What follows belongs to an exercise in optimizing a design on an open flow for small area; a production flow would make more cautious choices. Where RTL was checked, it was by simulation tests only, not by an equivalence proof against the original. For runs 2 to 4, only the layout was checked, not whether the RTL still works. No activity file was given, so power comes from the tool's default toggle rates. The clock port is modelled as an ideal driver; clocking choices that lean on that would not hold on a real chip.

==> flow/design.v <==
module memory (clk_24, rst, rx, rx_in, adv, write_index, waiting, ascii, cur);
    input clk_24;
    input rst;
    input rx;                
    input [6:0] rx_in;
    input adv;               
    output reg [10:0] write_index;
    output waiting;          
    output [6:0] ascii;      
    output reg [6:0] cur;    
    reg [10:0] diff;
    reg [5:0] wptr, rptr;
    reg [3:0] rx_d;          
    reg pend;
    reg [6:0] d_in;
    reg [447:0] ring;        
    wire ins = pend && (wptr == 6'd63);
    wire [6:0] ring_in = ins ? d_in : ring[447:441];
    wire bypass = rx_d[3] && (diff[5:0] == 6'd1);
    assign waiting = (diff != {10'b0, |rx_d});
    assign ascii = bypass ? d_in : cur;
    always @(posedge clk_24)
    begin
        if (rst)
        begin
            write_index <= 11'd0;
            diff <= 11'd0;
            rx_d <= 4'd0;
            wptr <= 6'd63;
            rptr <= 6'd0;
        end
        else
        begin
            write_index <= write_index + rx;
            if (rx && !adv)
                diff <= diff + 1'b1;
            else if (adv && !rx)
                diff <= diff - 1'b1;
            rx_d <= {rx_d[2:0], rx};
            wptr <= wptr + {rx, ~rx};
            rptr <= rptr + {adv, ~adv};
        end
    end
    always @(posedge clk_24)
    begin
        pend <= rx || (pend && !ins);
        if (rx)
            d_in <= rx_in;
        if (bypass)
            cur <= d_in;
        else if ((rptr == 6'd63) && !(|rx_d))
            cur <= ring_in;
    end
    always @(posedge clk_24)
        ring <= {ring[440:0], ring_in};
endmodule
module morse(ascii_in, out, len);
    input [6:0] ascii_in;
    output [6:0] out;
    output [2:0] len;
    wire [9:0] t;
    assign {out, len} = t;
    assign t[0] = (ascii_in == 7'd32) ||
                  (ascii_in == 7'd36) ||
                  (ascii_in == 7'd38) ||
                  (ascii_in == 7'd40) ||
                  (ascii_in == 7'd43) ||
                  (ascii_in == 7'd47) ||
                  (ascii_in == 7'd48) ||
                  (ascii_in == 7'd49) ||
                  (ascii_in == 7'd50) ||
                  (ascii_in == 7'd51) ||
                  (ascii_in == 7'd52) ||
                  (ascii_in == 7'd53) ||
                  (ascii_in == 7'd54) ||
                  (ascii_in == 7'd55) ||
                  (ascii_in == 7'd56) ||
                  (ascii_in == 7'd57) ||
                  (ascii_in == 7'd61) ||
                  (ascii_in == 7'd68) ||
                  (ascii_in == 7'd69) ||
                  (ascii_in == 7'd71) ||
                  (ascii_in == 7'd75) ||
                  (ascii_in == 7'd79) ||
                  (ascii_in == 7'd82) ||
                  (ascii_in == 7'd83) ||
                  (ascii_in == 7'd84) ||
                  (ascii_in == 7'd85) ||
                  (ascii_in == 7'd87) ||
                  (ascii_in == 7'd100) ||
                  (ascii_in == 7'd101) ||
                  (ascii_in == 7'd103) ||
                  (ascii_in == 7'd107) ||
                  (ascii_in == 7'd111) ||
                  (ascii_in == 7'd114) ||
                  (ascii_in == 7'd115) ||
                  (ascii_in == 7'd116) ||
                  (ascii_in == 7'd117) ||
                  (ascii_in == 7'd119);
    assign t[1] = (ascii_in == 7'd33) ||
                  (ascii_in == 7'd34) ||
                  (ascii_in == 7'd36) ||
                  (ascii_in == 7'd39) ||
                  (ascii_in == 7'd41) ||
                  (ascii_in == 7'd44) ||
                  (ascii_in == 7'd45) ||
                  (ascii_in == 7'd46) ||
                  (ascii_in == 7'd58) ||
                  (ascii_in == 7'd59) ||
                  (ascii_in == 7'd63) ||
                  (ascii_in == 7'd64) ||
                  (ascii_in == 7'd65) ||
                  (ascii_in == 7'd68) ||
                  (ascii_in == 7'd71) ||
                  (ascii_in == 7'd73) ||
                  (ascii_in == 7'd75) ||
                  (ascii_in == 7'd77) ||
                  (ascii_in == 7'd78) ||
                  (ascii_in == 7'd79) ||
                  (ascii_in == 7'd82) ||
                  (ascii_in == 7'd83) ||
                  (ascii_in == 7'd85) ||
                  (ascii_in == 7'd87) ||
                  (ascii_in == 7'd95) ||
                  (ascii_in == 7'd97) ||
                  (ascii_in == 7'd100) ||
                  (ascii_in == 7'd103) ||
                  (ascii_in == 7'd105) ||
                  (ascii_in == 7'd107) ||
                  (ascii_in == 7'd109) ||
                  (ascii_in == 7'd110) ||
                  (ascii_in == 7'd111) ||
                  (ascii_in == 7'd114) ||
                  (ascii_in == 7'd115) ||
                  (ascii_in == 7'd117) ||
                  (ascii_in == 7'd119);
    assign t[2] = (ascii_in == 7'd33) ||
                  (ascii_in == 7'd34) ||
                  (ascii_in == 7'd36) ||
                  (ascii_in == 7'd38) ||
                  (ascii_in == 7'd39) ||
                  (ascii_in == 7'd40) ||
                  (ascii_in == 7'd41) ||
                  (ascii_in == 7'd43) ||
                  (ascii_in == 7'd44) ||
                  (ascii_in == 7'd45) ||
                  (ascii_in == 7'd46) ||
                  (ascii_in == 7'd47) ||
                  (ascii_in == 7'd48) ||
                  (ascii_in == 7'd49) ||
                  (ascii_in == 7'd50) ||
                  (ascii_in == 7'd51) ||
                  (ascii_in == 7'd52) ||
                  (ascii_in == 7'd53) ||
                  (ascii_in == 7'd54) ||
                  (ascii_in == 7'd55) ||
                  (ascii_in == 7'd56) ||
                  (ascii_in == 7'd57) ||
                  (ascii_in == 7'd58) ||
                  (ascii_in == 7'd59) ||
                  (ascii_in == 7'd61) ||
                  (ascii_in == 7'd63) ||
                  (ascii_in == 7'd64) ||
                  (ascii_in == 7'd66) ||
                  (ascii_in == 7'd67) ||
                  (ascii_in == 7'd70) ||
                  (ascii_in == 7'd72) ||
                  (ascii_in == 7'd74) ||
                  (ascii_in == 7'd76) ||
                  (ascii_in == 7'd80) ||
                  (ascii_in == 7'd81) ||
                  (ascii_in == 7'd86) ||
                  (ascii_in == 7'd88) ||
                  (ascii_in == 7'd89) ||
                  (ascii_in == 7'd90) ||
                  (ascii_in == 7'd95) ||
                  (ascii_in == 7'd98) ||
                  (ascii_in == 7'd99) ||
                  (ascii_in == 7'd102) ||
                  (ascii_in == 7'd104) ||
                  (ascii_in == 7'd106) ||
                  (ascii_in == 7'd108) ||
                  (ascii_in == 7'd112) ||
                  (ascii_in == 7'd113) ||
                  (ascii_in == 7'd118) ||
                  (ascii_in == 7'd120) ||
                  (ascii_in == 7'd121) ||
                  (ascii_in == 7'd122);
    assign t[3] = (ascii_in == 7'd33) ||
                  (ascii_in == 7'd40) ||
                  (ascii_in == 7'd41) ||
                  (ascii_in == 7'd44) ||
                  (ascii_in == 7'd45) ||
                  (ascii_in == 7'd47) ||
                  (ascii_in == 7'd48) ||
                  (ascii_in == 7'd54) ||
                  (ascii_in == 7'd55) ||
                  (ascii_in == 7'd56) ||
                  (ascii_in == 7'd57) ||
                  (ascii_in == 7'd58) ||
                  (ascii_in == 7'd59) ||
                  (ascii_in == 7'd61) ||
                  (ascii_in == 7'd66) ||
                  (ascii_in == 7'd67) ||
                  (ascii_in == 7'd68) ||
                  (ascii_in == 7'd71) ||
                  (ascii_in == 7'd75) ||
                  (ascii_in == 7'd77) ||
                  (ascii_in == 7'd78) ||
                  (ascii_in == 7'd79) ||
                  (ascii_in == 7'd81) ||
                  (ascii_in == 7'd84) ||
                  (ascii_in == 7'd88) ||
                  (ascii_in == 7'd89) ||
                  (ascii_in == 7'd90) ||
                  (ascii_in == 7'd98) ||
                  (ascii_in == 7'd99) ||
                  (ascii_in == 7'd100) ||
                  (ascii_in == 7'd103) ||
                  (ascii_in == 7'd107) ||
                  (ascii_in == 7'd109) ||
                  (ascii_in == 7'd110) ||
                  (ascii_in == 7'd111) ||
                  (ascii_in == 7'd113) ||
                  (ascii_in == 7'd116) ||
                  (ascii_in == 7'd120) ||
                  (ascii_in == 7'd121) ||
                  (ascii_in == 7'd122);
    assign t[4] = (ascii_in == 7'd34) ||
                  (ascii_in == 7'd38) ||
                  (ascii_in == 7'd39) ||
                  (ascii_in == 7'd43) ||
                  (ascii_in == 7'd44) ||
                  (ascii_in == 7'd46) ||
                  (ascii_in == 7'd48) ||
                  (ascii_in == 7'd49) ||
                  (ascii_in == 7'd55) ||
                  (ascii_in == 7'd56) ||
                  (ascii_in == 7'd57) ||
                  (ascii_in == 7'd58) ||
                  (ascii_in == 7'd64) ||
                  (ascii_in == 7'd65) ||
                  (ascii_in == 7'd71) ||
                  (ascii_in == 7'd74) ||
                  (ascii_in == 7'd76) ||
                  (ascii_in == 7'd77) ||
                  (ascii_in == 7'd79) ||
                  (ascii_in == 7'd80) ||
                  (ascii_in == 7'd81) ||
                  (ascii_in == 7'd82) ||
                  (ascii_in == 7'd87) ||
                  (ascii_in == 7'd90) ||
                  (ascii_in == 7'd97) ||
                  (ascii_in == 7'd103) ||
                  (ascii_in == 7'd106) ||
                  (ascii_in == 7'd108) ||
                  (ascii_in == 7'd109) ||
                  (ascii_in == 7'd111) ||
                  (ascii_in == 7'd112) ||
                  (ascii_in == 7'd113) ||
                  (ascii_in == 7'd114) ||
                  (ascii_in == 7'd119) ||
                  (ascii_in == 7'd122);
    assign t[5] = (ascii_in == 7'd33) ||
                  (ascii_in == 7'd39) ||
                  (ascii_in == 7'd40) ||
                  (ascii_in == 7'd41) ||
                  (ascii_in == 7'd48) ||
                  (ascii_in == 7'd49) ||
                  (ascii_in == 7'd50) ||
                  (ascii_in == 7'd56) ||
                  (ascii_in == 7'd57) ||
                  (ascii_in == 7'd58) ||
                  (ascii_in == 7'd59) ||
                  (ascii_in == 7'd63) ||
                  (ascii_in == 7'd64) ||
                  (ascii_in == 7'd67) ||
                  (ascii_in == 7'd70) ||
                  (ascii_in == 7'd74) ||
                  (ascii_in == 7'd75) ||
                  (ascii_in == 7'd79) ||
                  (ascii_in == 7'd80) ||
                  (ascii_in == 7'd85) ||
                  (ascii_in == 7'd87) ||
                  (ascii_in == 7'd89) ||
                  (ascii_in == 7'd95) ||
                  (ascii_in == 7'd99) ||
                  (ascii_in == 7'd102) ||
                  (ascii_in == 7'd106) ||
                  (ascii_in == 7'd107) ||
                  (ascii_in == 7'd111) ||
                  (ascii_in == 7'd112) ||
                  (ascii_in == 7'd117) ||
                  (ascii_in == 7'd119) ||
                  (ascii_in == 7'd121);
    assign t[6] = (ascii_in == 7'd36) ||
                  (ascii_in == 7'd39) ||
                  (ascii_in == 7'd40) ||
                  (ascii_in == 7'd41) ||
                  (ascii_in == 7'd43) ||
                  (ascii_in == 7'd46) ||
                  (ascii_in == 7'd47) ||
                  (ascii_in == 7'd48) ||
                  (ascii_in == 7'd49) ||
                  (ascii_in == 7'd50) ||
                  (ascii_in == 7'd51) ||
                  (ascii_in == 7'd57) ||
                  (ascii_in == 7'd63) ||
                  (ascii_in == 7'd74) ||
                  (ascii_in == 7'd81) ||
                  (ascii_in == 7'd86) ||
                  (ascii_in == 7'd88) ||
                  (ascii_in == 7'd89) ||
                  (ascii_in == 7'd95) ||
                  (ascii_in == 7'd106) ||
                  (ascii_in == 7'd113) ||
                  (ascii_in == 7'd118) ||
                  (ascii_in == 7'd120) ||
                  (ascii_in == 7'd121);
    assign t[7] = (ascii_in == 7'd33) ||
                  (ascii_in == 7'd34) ||
                  (ascii_in == 7'd39) ||
                  (ascii_in == 7'd44) ||
                  (ascii_in == 7'd48) ||
                  (ascii_in == 7'd49) ||
                  (ascii_in == 7'd50) ||
                  (ascii_in == 7'd51) ||
                  (ascii_in == 7'd52) ||
                  (ascii_in == 7'd59) ||
                  (ascii_in == 7'd61) ||
                  (ascii_in == 7'd64);
    assign t[8] = (ascii_in == 7'd33) ||
                  (ascii_in == 7'd41) ||
                  (ascii_in == 7'd44) ||
                  (ascii_in == 7'd45) ||
                  (ascii_in == 7'd46) ||
                  (ascii_in == 7'd95);
    assign t[9] = (ascii_in == 7'd36);
endmodule
module audio(clk_24, rst, vol, speaker);
    input clk_24;
    input rst;
    input vol;
    output speaker;
    reg down_freq;
    reg [4:0] count;
    assign speaker = vol & down_freq;
    always @(posedge clk_24)
        if (rst)
        begin
            count <= 5'd0;
            down_freq <= 1'b0;
        end
        else if (count == 5'd24)
        begin
            count <= 5'd0;
            down_freq <= ~down_freq;
        end
        else
            count <= count + 1'b1;
endmodule
module rxuart(i_clk, i_reset, i_uart_rx, o_wr, o_data, o_busy);
    input  wire       i_clk, i_reset;
    input  wire       i_uart_rx;
    output wire       o_wr;
    output reg  [6:0] o_data;
    output wire       o_busy;
    localparam [3:0] S_STOP   = 4'b1000,
                     S_RI     = 4'b1001,    
                     S_RI_P   = 4'b1011,    
                     S_RI2    = 4'b1101,    
                     S_RI2_P  = 4'b1111,    
                     S_IDLE   = 4'b1100,
                     S_IDLE_P = 4'b1110,    
                     S_IDLE_W = 4'b1010;    
    reg q_uart, qq_uart, ck_uart;
    always @(posedge i_clk)
    begin
        q_uart <= i_uart_rx;
        qq_uart <= q_uart;
        ck_uart <= qq_uart;
    end
    reg [3:0] state;
    reg [7:0] counter;
    wire in_frame = !state[3] || (state == S_STOP);
    wire zero_baud_counter = (counter[2:0] == 3'd0);
    wire start = (state == S_IDLE) && !ck_uart && (counter[7:2] != 6'd0);
    wire synch = counter[7] && ck_uart;
    always @(posedge i_clk)
        if (i_reset)
            counter <= 8'd0;
        else if (start)
            counter <= 8'd7;
        else if (in_frame && !((state == S_STOP) && zero_baud_counter))
            counter[2:0] <= counter[2:0] - 1'b1;
        else if (qq_uart != ck_uart)
            counter <= 8'd0;
        else if (!counter[7])
            counter <= counter + 1'b1;
    always @(posedge i_clk)
        if (i_reset)
            state <= S_RI;
        else case (state)
            S_RI:     if (synch) state <= S_RI2;
            S_RI_P:   if (synch) state <= S_RI2_P;
            S_RI2:    state <= S_IDLE;
            S_RI2_P:  state <= S_IDLE_P;
            S_IDLE_P: state <= S_IDLE_W;
            S_IDLE_W: state <= S_IDLE;
            S_IDLE:   if (start) state <= 4'd0;
            S_STOP:   if (zero_baud_counter)
                          state <= ck_uart ? S_IDLE_P : S_RI_P;
            default:  if (zero_baud_counter)
                          state <= state + 1'b1;
        endcase
    always @(posedge i_clk)
        if (zero_baud_counter && !state[3] && (state[2:0] != 3'd7))
            o_data <= { ck_uart, o_data[6:1] };
    assign o_wr = (state == S_IDLE_W);
    assign o_busy = !((state == S_IDLE) || (state == S_IDLE_P) || (state == S_IDLE_W));
endmodule
module top(clk_24, rst_n, led, audio_out, uart_rx, uart_tx, write_index);
    input uart_rx;
    input rst_n;
    output [0:2] led;
    output audio_out;
    output [10:0] write_index;
    output uart_tx;
    input clk_24;
    wire rst = ~rst_n;
    wire recieved;
    wire [6:0] rx_serial;
    wire is_rx;
    rxuart r1(clk_24, rst, uart_rx, recieved, rx_serial, is_rx);
    reg [7:0] count;
    wire tick = (count == 8'd249);
    reg [2:0] morse_index;
    reg out_val;
    reg [1:0] repeat_time;
    reg tx_go;
    reg [6:0] to_tx;
    wire waiting;
    wire [6:0] ascii;
    wire [6:0] ascii_prev;
    wire [6:0] morse_value;
    wire [2:0] morse_len;
    wire [7:0] morse_value_ext = {1'b0, morse_value};
    wire play = tick && (repeat_time == 2'd0) && waiting;
    wire next_char = play && (morse_index == morse_len);
    memory mem1(clk_24, rst, recieved, rx_serial, next_char, write_index,
                waiting, ascii, ascii_prev);
    morse m1(ascii_prev, morse_value, morse_len);
    audio a1(clk_24, rst, out_val, audio_out);
    wire is_tx;
    txuart t1(clk_24, rst, count, tx_go, to_tx, uart_tx, is_tx);
    assign led = {~out_val, ~is_rx, ~is_tx};
    always @(posedge clk_24)
        if (tick)
            to_tx <= ascii;
    always @(posedge clk_24)
    begin
        if (rst)
        begin
            count <= 8'hff;
            tx_go <= 1'b0;
            morse_index <= 3'd0;
            out_val <= 1'b0;
            repeat_time <= 2'd0;
        end
        else if (tick)
        begin
            count <= 8'hff;
            tx_go <= 1'b0;
            if (play)
            begin
                if (morse_index == morse_len)
                begin
                    morse_index <= 3'd0;
                    repeat_time <= 2'd3;
                    out_val <= 1'b0;
                end
                else if (out_val)
                begin
                    out_val <= 1'b0;
                    repeat_time <= 2'd1;
                end
                else
                begin
                    if (morse_index == 3'd0)
                        tx_go <= 1'b1;
                    repeat_time <= morse_value_ext[morse_index] ? 2'd3 : 2'd1;
                    morse_index <= morse_index + 1'b1;
                    out_val <= (ascii != 7'd32);
                end
            end
            else
                repeat_time <= repeat_time - 1'b1;
        end
        else
            count <= count + 1'b1;
    end
endmodule
module txuart(i_clk, i_reset, i_cnt, i_go, i_data, o_uart_tx, o_busy);
    input  wire       i_clk, i_reset;
    input  wire [7:0] i_cnt;
    input  wire       i_go;      
    input  wire [6:0] i_data;
    output wire       o_uart_tx;
    output wire       o_busy;
    reg reset_wait;
    always @(posedge i_clk)
        if (i_reset)
            reset_wait <= 1'b1;
        else if (i_cnt == 8'd127)
            reset_wait <= 1'b0;
    wire [8:0] frame = {1'b0, i_data, 1'b0};
    wire lt72 = !i_cnt[7] && !(i_cnt[6] && (i_cnt[5:3] != 3'd0));
    wire lt79 = !i_cnt[7] && !(i_cnt[6] && ((i_cnt[5:4] != 2'd0) || (i_cnt[3:0] == 4'hf)));
    wire in_frame = i_go && lt72;
    assign o_uart_tx = !in_frame || frame[i_cnt[6:3]];
    assign o_busy = reset_wait || (i_go && lt79);
endmodule
==> flow/run.sh <==
#!/bin/bash
# synth_recipe.tcl (not shown) runs the flow's synth.tcl, then flattens the netlist and writes it again
# the make line also repeats each setting of config.mk as NAME=value (left out here)
make -C /OpenROAD-flow-scripts/flow DESIGN_CONFIG=/design/flow/config.mk WORK_HOME=/design/flow/orfs CLKGATE_MAP_FILE= SYNTH_SCRIPT=/design/flow/synth_recipe.tcl finish
==> flow/config.mk <==
export PLATFORM = sky130hd
export DESIGN_NAME = top
export DESIGN_NICKNAME = top
export VERILOG_FILES = /design/flow/design.v
export SDC_FILE = /design/flow/constraint.sdc
export NUM_CORES = 4
export LEC_CHECK = 0
export ABC_AREA = 1
export CAP_MARGIN = 20
export CORE_MARGIN = 2
export CORE_UTILIZATION = 60
export CTS_BUF_LIST = sky130_fd_sc_hd__clkbuf_16
export CTS_CLUSTER_DIAMETER = 100
export CTS_CLUSTER_SIZE = 30
export PLACE_DENSITY = 0.75
export SLEW_MARGIN = 20
==> flow/constraint.sdc <==
create_clock -name core_clock -period 8.0 [get_ports {clk_24}]
set_input_delay 1.6000 -clock core_clock [delete_from_list [all_inputs] [get_ports {clk_24}]]
set_output_delay 1.6000 -clock core_clock [all_outputs]
set_load 0.01 [all_outputs]
==> flow_summary.yaml, run 1 <==
grt:
  grt_max_degree: 32
  grt_pass1_vias: 8713
  grt_pass1_wl_um: 43100
  antenna_found_initial: 0
  grtUsageTotal_pct: 19.9
  grt_overflow: 0
hold_path:
  holdPathStages: 0
  hold_path_end: "mem1.ring[312]"
  holdCritPathClass: "reg -> reg"
  min_from: "mem1.ring[305]"
routing:
  wirelength_um: 26200
  drc: 0
  viasPerCell: 5.09
  first_iter_violations: 674
  vias: 8940
  drtAntennaViolNets: 0
  wl_per_cell_um: 14.9
  dr.pass1.iters: 5
power:
  leakagePower_nw: 7.19
  power_density_nw_per_um2: 286
  ir_worst_vdd_mv: 0.239
  power_w: 0.00477
floorplan:
  initial_core_util_pct: 61.3
  ioPinCount: 19
  die_area_um2: 27100
  core_region_area_um2: 25300
  fp.dieH_um: 165
  die_w_um: 165
  row_count: 58
cells_and_area:
  antennaDiodeCount: 0
  mostFrequentLayoutCells: "dfxtp_1 (524), nand2_1 (220), nor2_1 (148)"
  fillCellCount: 1860
  drive_gt1_share_pct: 4.56
  nNetsFinal: 1457
  mostFrequentLayoutCell: "dfxtp_1"
  syn2layout_area_growth_pct: 7.73
critical_path:
  ff2ff_setup_slack_ns: 3.72
  path_buf_inv: 2
  arrival_ns: 2.77
  start_kind: "flop"
  critPathRequiredTime_ns: 6.40
  critPathMaxStageDelay_ns: 0.82
  crit_family: "buffers and inverters"
  crit-reg2reg-launch: "mem1.cur[5]"
  rr_worst_depth: 23
  path_class: "reg -> out"
  r2r-end: "mem1.diff[7]"
  critPathMaxFanout: 8
  crit_chain: "inv_1 -> nor2_1 -> o311ai_0 -> clkdlybuf4s50_1"
  cpMaxStageDelayCell: "o311ai_0"
  cp-end-kind: "output port"
clock_network:
  postCtsSetupBuffers: 0
  postCtsHoldBufs: 0
  h-tree-depth: 1
  clk_pin_slew_ns: 0.12
  clk_latency_ns: 0.56
  cts_resized: 0
  cts_max_path_buffers: 3
  cts_buffers: 23
  cts_sinks: 552
  cts_tree: "built"
  clockRootBuffer: "clkbuf_16"
place:
  gp_congestion: 0.939
  numPortBuffers: 18
  dp_hpwl_um: 16700
sta:
  slew_violations: 0
  post-route-period-util_pct: 54.7
  tightest_slew_ns: 0.977
  maxSlewHeadroom_pct: 34.8
  tns_ns: 0
  rsz0062_at_grt: "no"
  finalSetupViolCount: 0
  period_minus_slack_ns: 4.37
  max_freq_ghz: 0.229
  skew_ns: 0.0255
  hold_viol_final: 0
synthesis:
  synth_compound_area_share_pct: 5.21
  synthMuxAreaShare_pct: 0.436
  synth-seq-area-share_pct: 73.2
  synth_cell_type_count: 50
  async_flop_share_pct: 0
  synth_area_per_cell_um2: 11.1
  synthesis.nets: 1429
  postSynthCellCount: 1391
  synth-adder-area-share_pct: 2.97
  syn_area_um2: 15500
  synth_top_family_by_area: "simple AND/OR/NAND/NOR gates"
  ys_ff_latch: 552
  synth-edff-count: 28
  ys.flop_type: "dfxtp_1"
  yosysWarningCount: 5
  synthSimpleGateAreaFrac_pct: 14.1
  synthXorXnorAreaFrac_pct: 0.848
run_status:
  status: "timing/DRC/antenna clean"
run:
  cap_violations: 0
[cells by family after synthesis]
kind of cell | count (synthesis)
xor gates and xnor gates | 15
muxes | 6
AOI/OAI and AO/OA | 147
DFF | 552
buffers and inverters | 130
adders and majority gates | 35
and+or+nand+nor | 506
[state kept, by name, indices dropped and copies added (netlist names), 2 cells and up]
register and flops:
mem1.diff 11, mem1.rx_d 4, morse_index 3, repeat_time 2, mem1.rptr 6, r1.o_data 7, mem1.ring 448, mem1.d_in 7
a1.count 5, count 8, mem1.cur 7, r1.state 4, mem1.wptr 6, mem1.write_index 11, r1.counter 8, to_tx 7
[layer usage]
metal	GRT usage, %	part of all wire (%)	vias to the layer above
met3	2.96	6.1	69
met4	6.48	3.1	0
met1	28.3	47	4071
met5	0	0	-
met2	31.5	44	292
li1	-	-	4508
[worst max path at each step]
stage / from / to / slack, ns / depth (start not counted)
after floorplan: count[0] / mem1.diff[7] / 4.52 / 18
after global routing: mem1.cur[5] / mem1.diff[7] / 3.13 / 23
final: count[3] / uart_tx / 3.63 / 4
after detailed placement: mem1.cur[6] / mem1.diff[7] / 3.75 / 22
after CTS: mem1.cur[6] / mem1.diff[7] / 3.71 / 22
after global placement: mem1.cur[3] / mem1.diff[7] / 3.78 / 22
[cell type report]
| type | count | area, um2 | area share (%) |
|---|---|---|---|
| sequential | 552 | 11300 | 67.9 |
| multi-input combinational | 709 | 3650 | 21.9 |
| clock buffer | 23 | 576 | 3.45 |
| inverter | 114 | 428 | 2.56 |
| tap | 330 | 413 | 2.47 |
| timing repair buffer | 19 | 188 | 1.12 |
| clock inverter | 9 | 100 | 0.600 |
[synthesized netlist by cell type (4+ instances only)]
master / number / area share, %
ha_1: 32 / 2.6
mux2_2: 6 / 0.44
nand2_1: 220 / 5.3
and3_1: 4 / 0.16
nand4_1: 16 / 0.65
xnor2_1: 7 / 0.40
nor3_1: 20 / 0.65
xor2_1: 8 / 0.45
inv_2: 6 / 0.15
nand3_1: 68 / 2.2
a211oi_1: 4 / 0.19
edfxtp_1: 28 / 5.4
a31oi_1: 8 / 0.32
nor2_2: 11 / 0.44
buf_2: 4 / 0.13
o21ai_0: 61 / 2.0
nand2_2: 7 / 0.28
dfxtp_1: 524 / 68
inv_1: 107 / 2.6
nor2_1: 148 / 3.6
a21oi_1: 55 / 1.8
clkbuf_1: 6 / 0.15
[through the flow]
step,hold slack (ns),utilization (%),area (um2),cells,setup WS [ns]
6_report,0.322,66.1,16700,1756,3.63
5_1_grt,0.328,66.1,16700,1756,3.13
2_1_floorplan,0.310,-,15500,1391,4.52
4_1_cts,0.319,66.1,16700,1756,3.71
3_5_place_dp,0.312,63.4,16000,1724,3.75
3_3_place_gp,0.311,63.4,16000,1724,3.78
[report_power, final]
| part | leakage, nW | switching [W] | internal [W] |
|---|---|---|---|
| clock network | 0.347 | 0.000803 | 0.000547 |
| registers | 4.49 | 0.0000789 | 0.00294 |
| logic | 2.36 | 0.000247 | 0.000155 |
==> run 2, diff against run 1 <==
--- a/flow/design.v
+++ b/flow/design.v
@@ -9,15 +9,17 @@
     output [6:0] ascii;      
     output reg [6:0] cur;    
     reg [10:0] diff;
-    reg [5:0] wptr, rptr;
-    reg [3:0] rx_d;          
+    reg [5:0] wptr;
+    reg [2:0] rx_age;        
     reg pend;
     reg [6:0] d_in;
     reg [447:0] ring;        
     wire ins = pend && (wptr == 6'd63);
     wire [6:0] ring_in = ins ? d_in : ring[447:441];
-    wire bypass = rx_d[3] && (diff[5:0] == 6'd1);
-    assign waiting = (diff != {10'b0, |rx_d});
+    wire rx_recent = (rx_age != 3'd0);
+    wire bypass = (rx_age == 3'd4) && (diff[5:0] == 6'd1);
+    wire read_in = (wptr == diff[5:0] - 6'd2);
+    assign waiting = (diff != {10'b0, rx_recent});
     assign ascii = bypass ? d_in : cur;
     always @(posedge clk_24)
     begin
@@ -25,9 +27,8 @@
         begin
             write_index <= 11'd0;
             diff <= 11'd0;
-            rx_d <= 4'd0;
+            rx_age <= 3'd0;
             wptr <= 6'd63;
-            rptr <= 6'd0;
         end
         else
         begin
@@ -36,9 +37,13 @@
                 diff <= diff + 1'b1;
             else if (adv && !rx)
                 diff <= diff - 1'b1;
-            rx_d <= {rx_d[2:0], rx};
+            if (rx)
+                rx_age <= 3'd1;
+            else if (rx_age == 3'd4)
+                rx_age <= 3'd0;
+            else if (rx_recent)
+                rx_age <= rx_age + 1'b1;
             wptr <= wptr + {rx, ~rx};
-            rptr <= rptr + {adv, ~adv};
         end
     end
     always @(posedge clk_24)
@@ -48,7 +53,7 @@
             d_in <= rx_in;
         if (bypass)
             cur <= d_in;
-        else if ((rptr == 6'd63) && !(|rx_d))
+        else if (read_in && !rx_recent)
             cur <= ring_in;
     end
     always @(posedge clk_24)
==> flow/flow/run.sh (new file) <==
#!/bin/bash
# Own layout flow: the standard synthesis, then the combinational logic
# of its netlist mapped again for area (the registers stay as they are,
# same names and cells), then the standard ORFS flow with a clock tree of
# fewer, larger buffers and no dummy loads.
# Each tool's output goes to a log file in the work folder.
set -euo pipefail
W=$PWD
R=$W/orfs/results/${FLOW_PLATFORM}/top/base

# Clock tree: leaf clusters of up to 30 sinks driven by clkbuf_16, no
# dummy loads. Port buffers: the smallest buffer.
export CTS_ARGS="-sink_clustering_enable -repair_clock_nets -buf_list sky130_fd_sc_hd__clkbuf_16 -sink_clustering_size 30 -sink_clustering_max_diameter 100 -dont_use_dummy_load"
export BUFFER_PORTS_ARGS="-buffer_cell sky130_fd_sc_hd__buf_1"

# 1. standard synthesis
bash standard.sh synth > $W/log_1_synth.txt 2>&1

# 2. map the logic again; the registers are black boxes and keep their names
cp $R/1_2_yosys.v $W/std_1_2_yosys.v
yosys -c $W/flow/resyn.tcl > $W/log_2_resyn.txt 2>&1
cp $W/resyn_1_2_yosys.v $R/1_2_yosys.v
rm -f $R/1_synth.odb $R/1_synth.sdc

# 3. the rest of the standard flow
bash standard.sh > $W/log_3_layout.txt 2>&1
==> flow/flow/resyn.abc (new file) <==
strash
&get -n
&deepsyn -J 50 -S 1
&put
&get -n
&dch -f
&nf -R 1000
&put
==> flow/flow/resyn.tcl (new file) <==
# Maps the combinational logic of the standard synthesis again, for area.
# The flip-flops are black boxes, so their instances (names, cells) stay.
set lib $::env(FLOW_HOME)/platforms/sky130hd/lib/sky130_fd_sc_hd__tt_025C_1v80.lib
set dont_use {}
foreach c {probe_p_8 probec_p_8 lpflow_bleeder_1 lpflow_clkbufkapwr_1 lpflow_clkbufkapwr_16
           lpflow_clkbufkapwr_2 lpflow_clkbufkapwr_4 lpflow_clkbufkapwr_8 lpflow_clkinvkapwr_1
           lpflow_clkinvkapwr_16 lpflow_clkinvkapwr_2 lpflow_clkinvkapwr_4 lpflow_clkinvkapwr_8
           lpflow_decapkapwr_12 lpflow_decapkapwr_3 lpflow_decapkapwr_4 lpflow_decapkapwr_6
           lpflow_decapkapwr_8 lpflow_inputiso0n_1 lpflow_inputiso0p_1 lpflow_inputiso1n_1
           lpflow_inputiso1p_1 lpflow_inputisolatch_1 lpflow_isobufsrc_1 lpflow_isobufsrc_16
           lpflow_isobufsrc_2 lpflow_isobufsrc_4 lpflow_isobufsrc_8 lpflow_isobufsrckapwr_16
           lpflow_lsbuf_lh_hl_isowell_tap_1 lpflow_lsbuf_lh_hl_isowell_tap_2
           lpflow_lsbuf_lh_hl_isowell_tap_4 lpflow_lsbuf_lh_isowell_4
           lpflow_lsbuf_lh_isowell_tap_1 lpflow_lsbuf_lh_isowell_tap_2
           lpflow_lsbuf_lh_isowell_tap_4} {
  lappend dont_use -dont_use sky130_fd_sc_hd__$c
}

yosys read_liberty -ignore_miss_func $lib
# every sequential cell stays a black box
yosys blackbox sky130_fd_sc_hd__df* sky130_fd_sc_hd__edf* sky130_fd_sc_hd__sdf* sky130_fd_sc_hd__sed* sky130_fd_sc_hd__dl* sky130_fd_sc_hd__dfb* sky130_fd_sc_hd__sdl*
yosys read_verilog std_1_2_yosys.v
yosys hierarchy -top top
yosys flatten
yosys rename -hide w:*.*
yosys opt -purge
yosys abc -script $::env(PWD)/flow/resyn.abc -liberty $lib {*}$dont_use
yosys opt_clean -purge
yosys hilomap -singleton -hicell sky130_fd_sc_hd__conb_1 HI -locell sky130_fd_sc_hd__conb_1 LO
yosys insbuf -buf sky130_fd_sc_hd__buf_4 A X
yosys tee -o resyn_check.txt check -mapped
yosys tee -o resyn_stat.txt stat -liberty $lib
yosys write_verilog -noattr -nohex -nodec resyn_1_2_yosys.v
==> flow/standard.sh (new file) <==
#!/bin/bash
# synth_recipe.tcl (not shown) runs the flow's synth.tcl, then flattens the netlist and writes it again
# the make line also repeats each setting of config.mk as NAME=value (left out here)
make -C /OpenROAD-flow-scripts/flow DESIGN_CONFIG=/design/flow/config.mk WORK_HOME=/design/flow/orfs CLKGATE_MAP_FILE= SYNTH_SCRIPT=/design/flow/synth_recipe.tcl "${@:-finish}"
--- a/flow/config.mk
+++ b/flow/config.mk
@@ -9,8 +9,5 @@
 export CAP_MARGIN = 20
 export CORE_MARGIN = 2
 export CORE_UTILIZATION = 60
-export CTS_BUF_LIST = sky130_fd_sc_hd__clkbuf_16
-export CTS_CLUSTER_DIAMETER = 100
-export CTS_CLUSTER_SIZE = 30
 export PLACE_DENSITY = 0.75
 export SLEW_MARGIN = 20
removed: flow/run.sh
==> flow_summary.yaml, run 2 <==
cells_and_area:
  fillCellCount: 1604
  syn2layout_area_growth_pct: 7.32
  largest_reg_flops: 448
  mostFrequentLayoutCell: "dfxtp_1"
  nNetsFinal: 1015
  antennaDiodeCount: 0
  seq_area_um2: 11200
  drive_gt1_share_pct: 2.57
  mostFrequentLayoutCells: "dfxtp_1 (517), nor2_1 (64), nand2_1 (54)"
  multi_input_area_um2: 2330
  top_register: "mem1.ring"
  reg_top3: "mem1.ring x448, mem1.diff x11, mem1.write_index x11"
  utilization_pct: 65.0
critical_path:
  critPathRequiredTime_ns: 8.44
  path_class: "reg -> reg"
  critPathMaxFanout: 14
  r2r-end: "mem1.diff[10]"
  cp-end-kind: "flop"
  rr_worst_depth: 20
  ff2ff_setup_slack_ns: 3.38
  crit-reg2reg-launch: "mem1.cur[0]"
  start_kind: "flop"
  crit_path_start: "mem1.cur[0]"
  crit_end: "mem1.diff[10]"
  arrival_ns: 5.06
place:
  gp_congestion: 0.837
  dp_hpwl_um: 11200
  numPortBuffers: 18
  pre_cts_ws_ns: 3.48
clock_network:
  cts_buffers: 22
  clk_pin_slew_ns: 0.11
  cts_tree: "built"
  cts_resized: 0
  postCtsHoldBufs: 0
  cts_max_path_buffers: 3
  clockRootBuffer: "clkbuf_16"
  h-tree-depth: 1
  cts_sinks: 545
  clk_latency_ns: 0.55
  postCtsSetupBuffers: 0
floorplan:
  die_w_um: 154
  row_count: 55
  core_region_area_um2: 22400
  initial_core_util_pct: 60.6
  ioPinCount: 19
  fp.dieH_um: 154
  die_area_um2: 23900
grt:
  antenna_found_initial: 0
  use_met2_pct: 23.8
  grtUsageMet3_pct: 2.41
  grt_max_degree: 46
  use_met1_pct: 23.1
  grt_pass1_vias: 6329
  grt_overflow: 0
  grt-busiest-layer: "met2"
  grtUsageTotal_pct: 15.7
  grt_pass1_wl_um: 30900
sta:
  post-route-period-util_pct: 57.8
  period_minus_slack_ns: 4.62
  tns_ns: 0
  max_freq_ghz: 0.216
  rsz0062_at_grt: "no"
  slew_violations: 0
  tightest_slew_ns: 0.999
  maxSlewHeadroom_pct: 33.3
  skew_ns: 0.0580
  worst_slack_ns: 3.38
  hold_viol_final: 0
  finalSetupViolCount: 0
synthesis:
  synth_area_per_cell_um2: 14.0
  postSynthCellCount: 968
  yosysWarningCount: 5
  syn_area_um2: 13600
  synthesis.nets: 971
routing:
  drc: 0
  vias: 6575
  viasPerCell: 5.08
  drtAntennaViolNets: 0
  wl_per_cell_um: 14.3
  first_iter_violations: 613
  dr.pass1.iters: 5
  wirelength_um: 18500
power:
  power_density_nw_per_um2: 282
  seq_power_share_pct: 67.8
  netSwitchingFraction_pct: 19.7
  p_clk_share_pct: 29.5
  comb_power_share_pct: 2.6
  p_sw_w: 0.000812
  leakagePower_nw: 5.63
  ir_worst_vdd_mv: 0.185
  p_int_w: 0.00330
hold_path:
  holdCritPathClass: "reg -> reg"
run:
  cap_violations: 0
run_status:
  status: "timing/DRC/antenna clean"
## run 2: per-stage QoR
step | instance area, um2 | hold slack [ns] | cells | total power, W
6_report | 14600 | 0.258 | 1295 | 0.00411
3_5_place_dp | 14000 | 0.312 | 1273 | 0.00296
4_1_cts | 14600 | 0.261 | 1295 | 0.00415
5_1_grt | 14600 | 0.264 | 1295 | 0.00426
2_1_floorplan | 13600 | 0.310 | 968 | 0.00293
3_3_place_gp | 14000 | 0.311 | 1273 | 0.00296
## run 2: worst min-delay path by stage
stage	depth (start not counted)	from	endpoint
floorplan	0	mem1.ring[93]	mem1.ring[100]
global placement	0	mem1.ring[193]	mem1.ring[200]
detailed placement	0	mem1.ring[167]	mem1.ring[174]
global route	0	mem1.ring[277]	mem1.ring[284]
finish	0	mem1.ring[256]	mem1.ring[263]
CTS	0	mem1.ring[256]	mem1.ring[263]
## run 2: critical path, cell delays in order (launching register included)
cell and delay, ns:
edfxtp_1 0.68, clkinv_1 0.24, nor2_1 0.25, nor2_1 0.12, or3_1 0.36, a21oi_1 0.30, a21oi_1 0.11, nor2_1 0.13
a31oi_1 0.07, nand2b_1 0.21, and3b_1 0.19, o211ai_1 0.11, xor2_1 0.09, nor3_1 0.28, nand2_1 0.16, mux2i_1 0.24
nand2_1 0.23, a21oi_1 0.25, a21boi_0 0.24, o21ai_0 0.10, a21oi_1 0.14
## run 2: layer usage
metal  part of all wire [%]  vias up
li1                       -     3352
met1                     51     3027
met2                     42      142
met3                    3.3       54
met4                    3.4        0
met5                      0        -
## run 2: area by class of cell
| class | instances | area share (%) |
|---|---|---|
| clock buffers | 22 | 3.78 |
| inverters | 18 | 0.463 |
| multi-input cells | 405 | 16.0 |
| flip-flops and latches | 545 | 76.8 |
| well taps | 285 | 2.45 |
| repair buffers | 20 | 0.566 |
## run 2: power groups by stage
stage / clock network [W] / registers (W) / logic [W]
after detailed placement: 0 / 0.00285 / 0.000107
after CTS: 0.00125 / 0.00279 / 0.000107
after floorplan: 0 / 0.00284 / 0.0000846
after global routing: 0.00134 / 0.00280 / 0.000121
final: 0.00121 / 0.00279 / 0.000108
after global placement: 0 / 0.00285 / 0.000103
==> run 3, diff against run 2 <==
--- a/flow/flow/run.sh
+++ b/flow/flow/run.sh
@@ -10,7 +10,7 @@
 
 # Clock tree: leaf clusters of up to 30 sinks driven by clkbuf_16, no
 # dummy loads. Port buffers: the smallest buffer.
-export CTS_ARGS="-sink_clustering_enable -repair_clock_nets -buf_list sky130_fd_sc_hd__clkbuf_16 -sink_clustering_size 30 -sink_clustering_max_diameter 100 -dont_use_dummy_load"
+export CTS_ARGS="-sink_clustering_enable -repair_clock_nets -buf_list sky130_fd_sc_hd__clkbuf_16 -sink_clustering_size 35 -sink_clustering_max_diameter 100 -dont_use_dummy_load"
 export BUFFER_PORTS_ARGS="-buffer_cell sky130_fd_sc_hd__buf_1"
 
 # 1. standard synthesis
==> flow_summary.yaml, run 3 <==
place:
  numPortBuffers: 18
  dp_hpwl_um: 11200
  gp_congestion: 0.837
floorplan:
  initial_core_util_pct: 60.6
  die_area_um2: 23900
  fp.dieH_um: 154
  core_region_area_um2: 22400
  die_w_um: 154
  ioPinCount: 19
  row_count: 55
run:
  cap_violations: 0
grt:
  grt_pass1_vias: 6263
  antenna_found_initial: 0
  grt_max_degree: 46
  grt_pass1_wl_um: 30900
  grtUsageTotal_pct: 15.7
  grt_overflow: 0
sta:
  tightest_slew_ns: 0.956
  skew_ns: 0.0421
  post-route-period-util_pct: 57.2
  max_freq_ghz: 0.219
  tns_ns: 0
  slew_violations: 0
  finalSetupViolCount: 0
  period_minus_slack_ns: 4.57
  maxSlewHeadroom_pct: 36.1
  hold_viol_final: 0
  rsz0062_at_grt: "no"
clock_network:
  cts_buffers: 19
  clockRootBuffer: "clkbuf_16"
  postCtsHoldBufs: 0
  cts_sinks: 545
  cts_tree: "built"
  clk_latency_ns: 0.53
  cts_resized: 0
  h-tree-depth: 1
  cts_max_path_buffers: 3
  postCtsSetupBuffers: 0
  clk_pin_slew_ns: 0.11
power:
  p_int_w: 0.00324
  comb_power_share_pct: 2.7
  ir_worst_vdd_mv: 0.219
  netSwitchingFraction_pct: 19.7
  p_sw_w: 0.000795
  power_w: 0.00403
  seq_power_share_pct: 69.2
  p_clk_share_pct: 28.1
  power_density_nw_per_um2: 278
  leakagePower_nw: 5.59
critical_path:
  r2r-end: "mem1.diff[10]"
  critPathMaxStageDelay_ns: 0.69
  critPathRequiredTime_ns: 8.44
  path_class: "reg -> reg"
  ff2ff_setup_slack_ns: 3.43
  crit_top_cell: "a21oi_1"
  rr_worst_depth: 20
  crit_chain: "clkinv_1 -> nor2_1 -> nor2_1 -> or3_1 -> a21oi_1 -> a21oi_1 -> nor2_1 -> a31oi_1 -> nand2b_1 -> and3b_1 -> o211ai_1 -> xor2_1 -> nor3_1 -> nand2_1 -> mux2i_1 -> nand2_1 -> a21oi_1 -> a21boi_0 -> o21ai_0 -> a21oi_1"
  cp-end-kind: "flop"
  critPathMaxFanout: 14
  start_kind: "flop"
  crit-reg2reg-launch: "mem1.cur[0]"
  cpMaxStageDelayCell: "edfxtp_1"
  arrival_ns: 5.01
synthesis:
  yosysWarningCount: 5
  syn_area_um2: 13600
  synthesis.nets: 971
  synth_area_per_cell_um2: 14.0
  postSynthCellCount: 968
cells_and_area:
  seq_area_um2: 11200
  nNetsFinal: 1012
  largest_reg_flops: 448
  mostFrequentLayoutCells: "dfxtp_1 (517), nor2_1 (64), nand2_1 (54)"
  top_register: "mem1.ring"
  drive_gt1_share_pct: 2.28
  syn2layout_area_growth_pct: 6.77
  mostFrequentLayoutCell: "dfxtp_1"
  fillCellCount: 1587
  antennaDiodeCount: 0
  reg_top3: "mem1.ring x448, mem1.diff x11, mem1.write_index x11"
  multi_input_area_um2: 2330
hold_path:
  holdPathStages: 0
  holdCritPathClass: "reg -> reg"
  min_from: "mem1.ring[354]"
  hold_path_end: "mem1.ring[361]"
routing:
  drtAntennaViolNets: 0
  drc: 0
  first_iter_violations: 599
  wirelength_um: 18500
  wl_per_cell_um: 14.3
  vias: 6580
  dr.pass1.iters: 5
  viasPerCell: 5.09
run_status:
  status: "timing/DRC/antenna clean"
[run 3: worst max-delay path by stage]
| stage | end | start | slack, ns |
|---|---|---|---|
| floorplan | mem1.diff[10] | mem1.cur[0] | 4.26 |
| global placement | mem1.diff[10] | mem1.cur[0] | 3.58 |
| detailed placement | mem1.diff[10] | mem1.cur[0] | 3.48 |
| CTS | mem1.diff[10] | mem1.cur[0] | 3.47 |
| global route | mem1.diff[10] | mem1.cur[0] | 2.80 |
| finish | mem1.diff[10] | mem1.cur[0] | 3.43 |
[run 3: critical path, delay by kind of cell, from the launching register on]
kind / cells / cell delay [ns]
xor gates and xnor gates: 1 / 0.09
DFF: 1 / 0.69
buffers and inverters: 1 / 0.24
AOI/OAI and AO/OA: 8 / 1.30
muxes: 1 / 0.25
and+or+nand+nor: 9 / 1.94
[run 3: final cells by class]
cell class,count,share of cell area (%)
flip-flops and latches,545,77.1
multi-input cells,405,16.1
clock buffers,19,3.28
well taps,285,2.46
repair buffers,20,0.569
inverters,18,0.466
[run 3: per-layer routing]
| metal | GRT usage (%) | routed length, um |
|---|---|---|
| met4 | 5.47 | 568 |
| met2 | 23.5 | 7880 |
| met1 | 23.4 | 9400 |
| met5 | 0 | 0 |
| met3 | 2.52 | 612 |
[run 3: through the flow]
step | worst slack, ns | std cells | hold slack, ns | util, % | instance area [um2]
after global routing | 2.80 | 1292 | 0.327 | 64.7 | 14500
after global placement | 3.58 | 1273 | 0.311 | 62.5 | 14000
final | 3.43 | 1292 | 0.321 | 64.7 | 14500
after floorplan | 4.26 | 968 | 0.310 | - | 13600
after CTS | 3.47 | 1292 | 0.325 | 64.7 | 14500
after detailed placement | 3.48 | 1273 | 0.312 | 62.5 | 14000
[run 3: power by group through the flow]
stage	Clock (W)	Combinational (W)	Sequential [W]
floorplan	0	0.0000846	0.00284
global placement	0	0.000103	0.00285
detailed placement	0	0.000107	0.00285
CTS	0.00118	0.000107	0.00279
global route	0.00127	0.000121	0.00280
finish	0.00114	0.000108	0.00279
==> run 4, diff against run 3 <==
--- a/flow/design.v
+++ b/flow/design.v
@@ -27,8 +27,6 @@
         begin
             write_index <= 11'd0;
             diff <= 11'd0;
-            rx_age <= 3'd0;
-            wptr <= 6'd63;
         end
         else
         begin
@@ -37,17 +35,20 @@
                 diff <= diff + 1'b1;
             else if (adv && !rx)
                 diff <= diff - 1'b1;
-            if (rx)
-                rx_age <= 3'd1;
-            else if (rx_age == 3'd4)
-                rx_age <= 3'd0;
-            else if (rx_recent)
-                rx_age <= rx_age + 1'b1;
-            wptr <= wptr + {rx, ~rx};
         end
     end
     always @(posedge clk_24)
     begin
+        if (rx)
+            rx_age <= 3'd1;
+        else if (rx_age == 3'd4)
+            rx_age <= 3'd0;
+        else if (rx_recent)
+            rx_age <= rx_age + 1'b1;
+        wptr <= wptr + {rx, ~rx};
+    end
+    always @(posedge clk_24)
+    begin
         pend <= rx || (pend && !ins);
         if (rx)
             d_in <= rx_in;
==> flow_summary.yaml, run 4 <==
cells_and_area:
  seq_area_um2: 11200
  antennaDiodeCount: 0
  top_register: "mem1.ring"
  nNetsFinal: 1039
  mostFrequentLayoutCell: "dfxtp_1"
  mostFrequentLayoutCells: "dfxtp_1 (517), nor2_1 (90), nand2_1 (52)"
  syn2layout_area_growth_pct: 6.79
  largest_reg_flops: 448
  multi_input_area_um2: 2440
  fillCellCount: 1658
  drive_gt1_share_pct: 2.32
  utilization_pct: 64.8
  reg_top3: "mem1.ring x448, mem1.diff x11, mem1.write_index x11"
critical_path:
  start_kind: "flop"
  path_class: "reg -> reg"
  cp-end-kind: "flop"
  arrival_ns: 5.70
  rr_worst_depth: 21
  ff2ff_setup_slack_ns: 2.73
  critPathRequiredTime_ns: 8.43
  r2r-end: "mem1.diff[10]"
  crit-reg2reg-launch: "mem1.cur[2]"
  critPathMaxFanout: 16
routing:
  wl_met1_um: 9970
  vias: 6516
  met3_length_um: 616
  drtAntennaViolNets: 0
  wl_per_cell_um: 13.9
  dr.pass1.iters: 5
  drc: 0
  top_layer: "met4"
  first_iter_violations: 502
  viasPerCell: 4.94
  wirelength_um: 18400
  wl_met2_um: 7270
grt:
  grt_max_degree: 36
  grt_pass1_vias: 6104
  grt_pass1_wl_um: 30900
  antenna_found_initial: 0
  grt_overflow: 0
  grtUsageTotal_pct: 15.7
run_status:
  status: "timing/DRC/antenna clean"
power:
  ir_worst_vdd_mv: 0.231
  leakagePower_nw: 5.69
  power_density_nw_per_um2: 272
floorplan:
  die_w_um: 155
  fp.dieH_um: 155
  core_region_area_um2: 22500
  die_area_um2: 24000
  ioPinCount: 19
  row_count: 55
  initial_core_util_pct: 60.7
hold_path:
  holdCritPathClass: "reg -> reg"
  holdPathStages: 0
  min_from: "mem1.ring[299]"
  hold_path_end: "mem1.ring[306]"
sta:
  hold_viol_final: 0
  max_freq_ghz: 0.190
  period_minus_slack_ns: 5.27
  post-route-period-util_pct: 65.8
  tns_ns: 0
  finalSetupViolCount: 0
  maxSlewHeadroom_pct: 38.0
  skew_ns: 0.0538
  slew_violations: 0
  rsz0062_at_grt: "no"
  tightest_slew_ns: 0.923
synthesis:
  postSynthCellCount: 994
  synth_area_per_cell_um2: 13.7
  syn_area_um2: 13700
  synthesis.nets: 997
  yosysWarningCount: 5
clock_network:
  cts_buffers: 19
  clockRootBuffer: "clkbuf_16"
  postCtsHoldBufs: 0
  h-tree-depth: 1
  cts_max_path_buffers: 3
  postCtsSetupBuffers: 0
  clk_pin_slew_ns: 0.12
  clk_latency_ns: 0.55
  cts_tree: "built"
  cts_resized: 0
  cts_sinks: 545
place:
  gp_congestion: 0.872
  numPortBuffers: 18
  dp_hpwl_um: 11200
run:
  cap_violations: 0
## run 4: worst max path at each step
stage / end / from / cells after the start
6_report: mem1.diff[10] / mem1.cur[2] / 21
3_3_place_gp: mem1.diff[5] / mem1.cur[2] / 21
2_1_floorplan: mem1.diff[5] / mem1.cur[2] / 21
3_5_place_dp: mem1.diff[5] / mem1.cur[2] / 21
5_1_grt: mem1.diff[10] / mem1.cur[2] / 21
4_1_cts: mem1.diff[10] / mem1.cur[2] / 21
## run 4: area by class of cell
type                            count  area share, %
Timing Repair Buffer               21          0.618
Clock buffer                       19           3.26
Tap cell                          285           2.44
Sequential cell                   545           76.7
Multi-Input combinational cell    441           16.8
Inverter                            8          0.206
## run 4: worst max-delay path, cell delays in order, from the launching register on
cell      delay [ns]
edfxtp_1        0.66
nor2b_1         0.34
nor2b_1         0.28
nor3_1          0.07
or3_1           0.42
a21o_1          0.23
nor2_1          0.17
nor3_1          0.11
a32oi_1         0.20
nand2_1         0.09
xor2_1          0.15
a211oi_1        0.22
a31oi_1         0.07
nor2_1          0.15
nand2_1         0.13
or3_1           0.34
nor2b_1         0.15
a21oi_1         0.60
o21ai_0         0.29
a21oi_1         0.23
o21ai_0         0.11
a21oi_1         0.12
## run 4: metal layers
metal,global-route usage [%],up-vias
met5,0,-
met4,4.98,0
met3,2.53,40
met2,22.2,110
met1,24.8,2952
li1,-,3414
## run 4: power by group
group	switching [W]	leakage [nW]	total (W)	internal [W]
Clock	0.000711	0.234	0.00114	0.000434
Sequential	0.0000219	4.45	0.00277	0.00275
Combinational	0.0000319	1.01	0.0000597	0.0000279
## run 4: stage by stage
stage	area [um2]	instances	worst slack [ns]	total power, W	hold slack [ns]
global placement	14100	1300	3.05	0.00289	0.311
finish	14600	1319	2.73	0.00397	0.326
global route	14600	1319	1.98	0.00411	0.323
floorplan	13700	994	3.68	0.00287	0.310
detailed placement	14100	1300	2.89	0.00289	0.312
CTS	14600	1319	2.81	0.00401	0.322
==> run 5, diff against run 4 <==
--- a/flow/design.v
+++ b/flow/design.v
@@ -9,17 +9,15 @@
     output [6:0] ascii;      
     output reg [6:0] cur;    
     reg [10:0] diff;
-    reg [5:0] wptr;
-    reg [2:0] rx_age;        
+    reg [5:0] wptr, rptr;
+    reg [3:0] rx_d;          
     reg pend;
     reg [6:0] d_in;
     reg [447:0] ring;        
     wire ins = pend && (wptr == 6'd63);
     wire [6:0] ring_in = ins ? d_in : ring[447:441];
-    wire rx_recent = (rx_age != 3'd0);
-    wire bypass = (rx_age == 3'd4) && (diff[5:0] == 6'd1);
-    wire read_in = (wptr == diff[5:0] - 6'd2);
-    assign waiting = (diff != {10'b0, rx_recent});
+    wire bypass = rx_d[3] && (diff[5:0] == 6'd1);
+    assign waiting = (diff != {10'b0, |rx_d});
     assign ascii = bypass ? d_in : cur;
     always @(posedge clk_24)
     begin
@@ -27,6 +25,9 @@
         begin
             write_index <= 11'd0;
             diff <= 11'd0;
+            rx_d <= 4'd0;
+            wptr <= 6'd63;
+            rptr <= 6'd0;
         end
         else
         begin
@@ -35,26 +36,19 @@
                 diff <= diff + 1'b1;
             else if (adv && !rx)
                 diff <= diff - 1'b1;
+            rx_d <= {rx_d[2:0], rx};
+            wptr <= wptr + {rx, ~rx};
+            rptr <= rptr + {adv, ~adv};
         end
     end
     always @(posedge clk_24)
     begin
-        if (rx)
-            rx_age <= 3'd1;
-        else if (rx_age == 3'd4)
-            rx_age <= 3'd0;
-        else if (rx_recent)
-            rx_age <= rx_age + 1'b1;
-        wptr <= wptr + {rx, ~rx};
-    end
-    always @(posedge clk_24)
-    begin
         pend <= rx || (pend && !ins);
         if (rx)
             d_in <= rx_in;
         if (bypass)
             cur <= d_in;
-        else if (read_in && !rx_recent)
+        else if ((rptr == 6'd63) && !(|rx_d))
             cur <= ring_in;
     end
     always @(posedge clk_24)
--- a/flow/flow/run.sh
+++ b/flow/flow/run.sh
@@ -10,7 +10,7 @@
 
 # Clock tree: leaf clusters of up to 30 sinks driven by clkbuf_16, no
 # dummy loads. Port buffers: the smallest buffer.
-export CTS_ARGS="-sink_clustering_enable -repair_clock_nets -buf_list sky130_fd_sc_hd__clkbuf_16 -sink_clustering_size 35 -sink_clustering_max_diameter 100 -dont_use_dummy_load"
+export CTS_ARGS="-sink_clustering_enable -repair_clock_nets -buf_list sky130_fd_sc_hd__clkbuf_16 -sink_clustering_size 30 -sink_clustering_max_diameter 100 -dont_use_dummy_load"
 export BUFFER_PORTS_ARGS="-buffer_cell sky130_fd_sc_hd__buf_1"
 
 # 1. standard synthesis
==> flow_summary.yaml, run 5 <==
cells_and_area:
  drive_gt1_share_pct: 2.83
  seq_area_um2: 11300
  largest_reg_flops: 448
  reg_top3: "mem1.ring x448, mem1.diff x11, mem1.write_index x11"
  fillCellCount: 1613
  top_register: "mem1.ring"
  utilization_pct: 65.3
  mostFrequentLayoutCell: "dfxtp_1"
  syn2layout_area_growth_pct: 7.36
  multi_input_area_um2: 2370
  antennaDiodeCount: 0
  stdcell_count: 1308
  nNetsFinal: 1028
  mostFrequentLayoutCells: "dfxtp_1 (524), nor2_1 (82), o21ai_0 (53)"
clock_network:
  h-tree-depth: 1
  postCtsHoldBufs: 0
  clk_latency_ns: 0.55
  cts_resized: 0
  cts_max_path_buffers: 3
  clk_pin_slew_ns: 0.11
  cts_buffers: 22
  cts_sinks: 552
  clockRootBuffer: "clkbuf_16"
  postCtsSetupBuffers: 0
  cts_tree: "built"
power:
  p_clk_share_pct: 29.8
  p_sw_w: 0.000810
  p_int_w: 0.00333
  power_w: 0.00414
  comb_power_share_pct: 2.0
  seq_power_share_pct: 68.2
  netSwitchingFraction_pct: 19.6
  leakagePower_nw: 5.66
  ir_worst_vdd_mv: 0.241
  power_density_nw_per_um2: 281
synthesis:
  synth_area_per_cell_um2: 14.0
  synthesis.nets: 983
  syn_area_um2: 13700
  postSynthCellCount: 980
  yosysWarningCount: 5
routing:
  first_iter_violations: 332
  drc: 0
  wirelength_um: 18900
  dr.pass1.iters: 4
  wl_per_cell_um: 14.4
  viasPerCell: 5.06
  drtAntennaViolNets: 0
  vias: 6616
floorplan:
  fp.dieH_um: 155
  die_area_um2: 24100
  core_region_area_um2: 22600
  row_count: 55
  initial_core_util_pct: 60.8
  die_w_um: 155
  ioPinCount: 19
critical_path:
  path_buf_inv: 0
  crit_family: "simple AND/OR/NAND/NOR gates"
  crit_chain: "nor2_1 -> nor3_1 -> a31oi_1 -> nand3_1 -> nand2_1 -> nor3_1 -> a31oi_1 -> o21ai_0 -> a31oi_1 -> nand4_1 -> o2111ai_1 -> nand3_1 -> o21ai_0 -> and2_0 -> nand2_1 -> nor2_1 -> nor2_1 -> nor3b_1 -> mux2i_1 -> nor2_1 -> o21ai_0 -> a21oi_1"
  arrival_ns: 5.23
  crit_top_cell: "nor2_1"
  start_kind: "flop"
  critPathMaxStageDelay_ns: 0.64
  cp-end-kind: "flop"
  path_class: "reg -> reg"
  cpMaxStageDelayCell: "edfxtp_1"
  critPathRequiredTime_ns: 8.42
  critPathMaxFanout: 15
grt:
  grt_max_degree: 58
  antenna_found_initial: 0
  grt_pass1_wl_um: 31900
  grtUsageTotal_pct: 16.3
  grt_overflow: 0
  grt_pass1_vias: 6419
sta:
  rsz0062_at_grt: "no"
  maxSlewHeadroom_pct: 30.9
  post-route-period-util_pct: 60.0
  hold_viol_final: 0
  finalSetupViolCount: 0
  tns_ns: 0
  max_freq_ghz: 0.208
  skew_ns: 0.0730
  tightest_slew_ns: 1.02
  slew_violations: 0
  period_minus_slack_ns: 4.80
place:
  gp_congestion: 0.855
  numPortBuffers: 18
  dp.cells: 1286
  dp_hpwl_um: 11200
run:
  cap_violations: 0
hold_path:
  holdCritPathClass: "reg -> reg"
run_status:
  status: "timing/DRC/antenna clean"
-- run 5: metrics by stage --
stage / hold slack [ns] / cell area [um2] / setup WS [ns]
3_3_place_gp: 0.310 / 14200 / 3.33
4_1_cts: 0.283 / 14700 / 3.22
5_1_grt: 0.289 / 14700 / 2.56
2_1_floorplan: 0.310 / 13700 / 3.88
3_5_place_dp: 0.312 / 14200 / 3.29
6_report: 0.284 / 14700 / 3.20
-- run 5: final timing paths --
check / slack [ns] / depth (start not counted) / from / end
max: 3.20 / 22 / mem1.cur[2] / mem1.diff[10]
min: 0.28 / 0 / mem1.ring[117] / mem1.ring[124]
max reg2reg: 3.20 / 22 / mem1.cur[2] / mem1.diff[10]
min reg2reg: 0.28 / 0 / mem1.ring[117] / mem1.ring[124]
-- run 5: power by group through the flow --
stage / Sequential, W / Clock (W) / Combinational (W)
floorplan: 0.00288 / 0 / 0.0000658
global placement: 0.00288 / 0 / 0.0000813
detailed placement: 0.00288 / 0 / 0.0000838
CTS: 0.00282 / 0.00127 / 0.0000840
global route: 0.00283 / 0.00136 / 0.0000968
finish: 0.00282 / 0.00123 / 0.0000837
-- run 5: layer usage --
metal | wire length (um) | track usage (%)
met1 | 9510 | 23.6
met2 | 8240 | 25.7
met3 | 752 | 2.62
met4 | 398 | 4.72
met5 | 0 | 0
-- run 5: area by class of cell --
type	count	area share, %
sequential	552	76.9
multi-input combinational	419	16.1
clock buffer	22	3.74
tap	285	2.42
timing repair buffer	21	0.620
inverter	9	0.229

-- re-timing with driven ports --
No port has a modelled driver above. Below, the same layouts with a new extraction and two added sets of constraints. Step 1 sets driving cells, clkbuf_16 on the clock port and buf_2 on the other inputs (assumed; they add their load-dependent delay and slew). Step 2 also shifts input and output timing later by t, the mid clock arrival at the registers, as if the neighbouring blocks saw the same clock. Slacks: ideal ports / drivers / drivers and shift; pairs: ideal ports / drivers.
| run | t (ns) | slack for setup (ns) | worst setup path at the end | latest minus earliest clock arrival (ns) |
|---|---|---|---|---|
| run 1 | 0.595 | 3.625 / 3.578 / 3.723 | register to register | 0.026 / 0.026 |
| run 2 | 0.563 | 3.379 / 3.379 / 3.379 | register to register | 0.063 / 0.062 |
| run 3 | 0.560 | 3.427 / 3.427 / 3.427 | register to register | 0.044 / 0.044 |
| run 4 | 0.567 | 2.732 / 2.732 / 2.732 | register to register | 0.054 / 0.054 |
| run 5 | 0.565 | 3.197 / 3.197 / 3.197 | register to register | 0.077 / 0.076 |
After both steps every run listed still meets setup and hold.
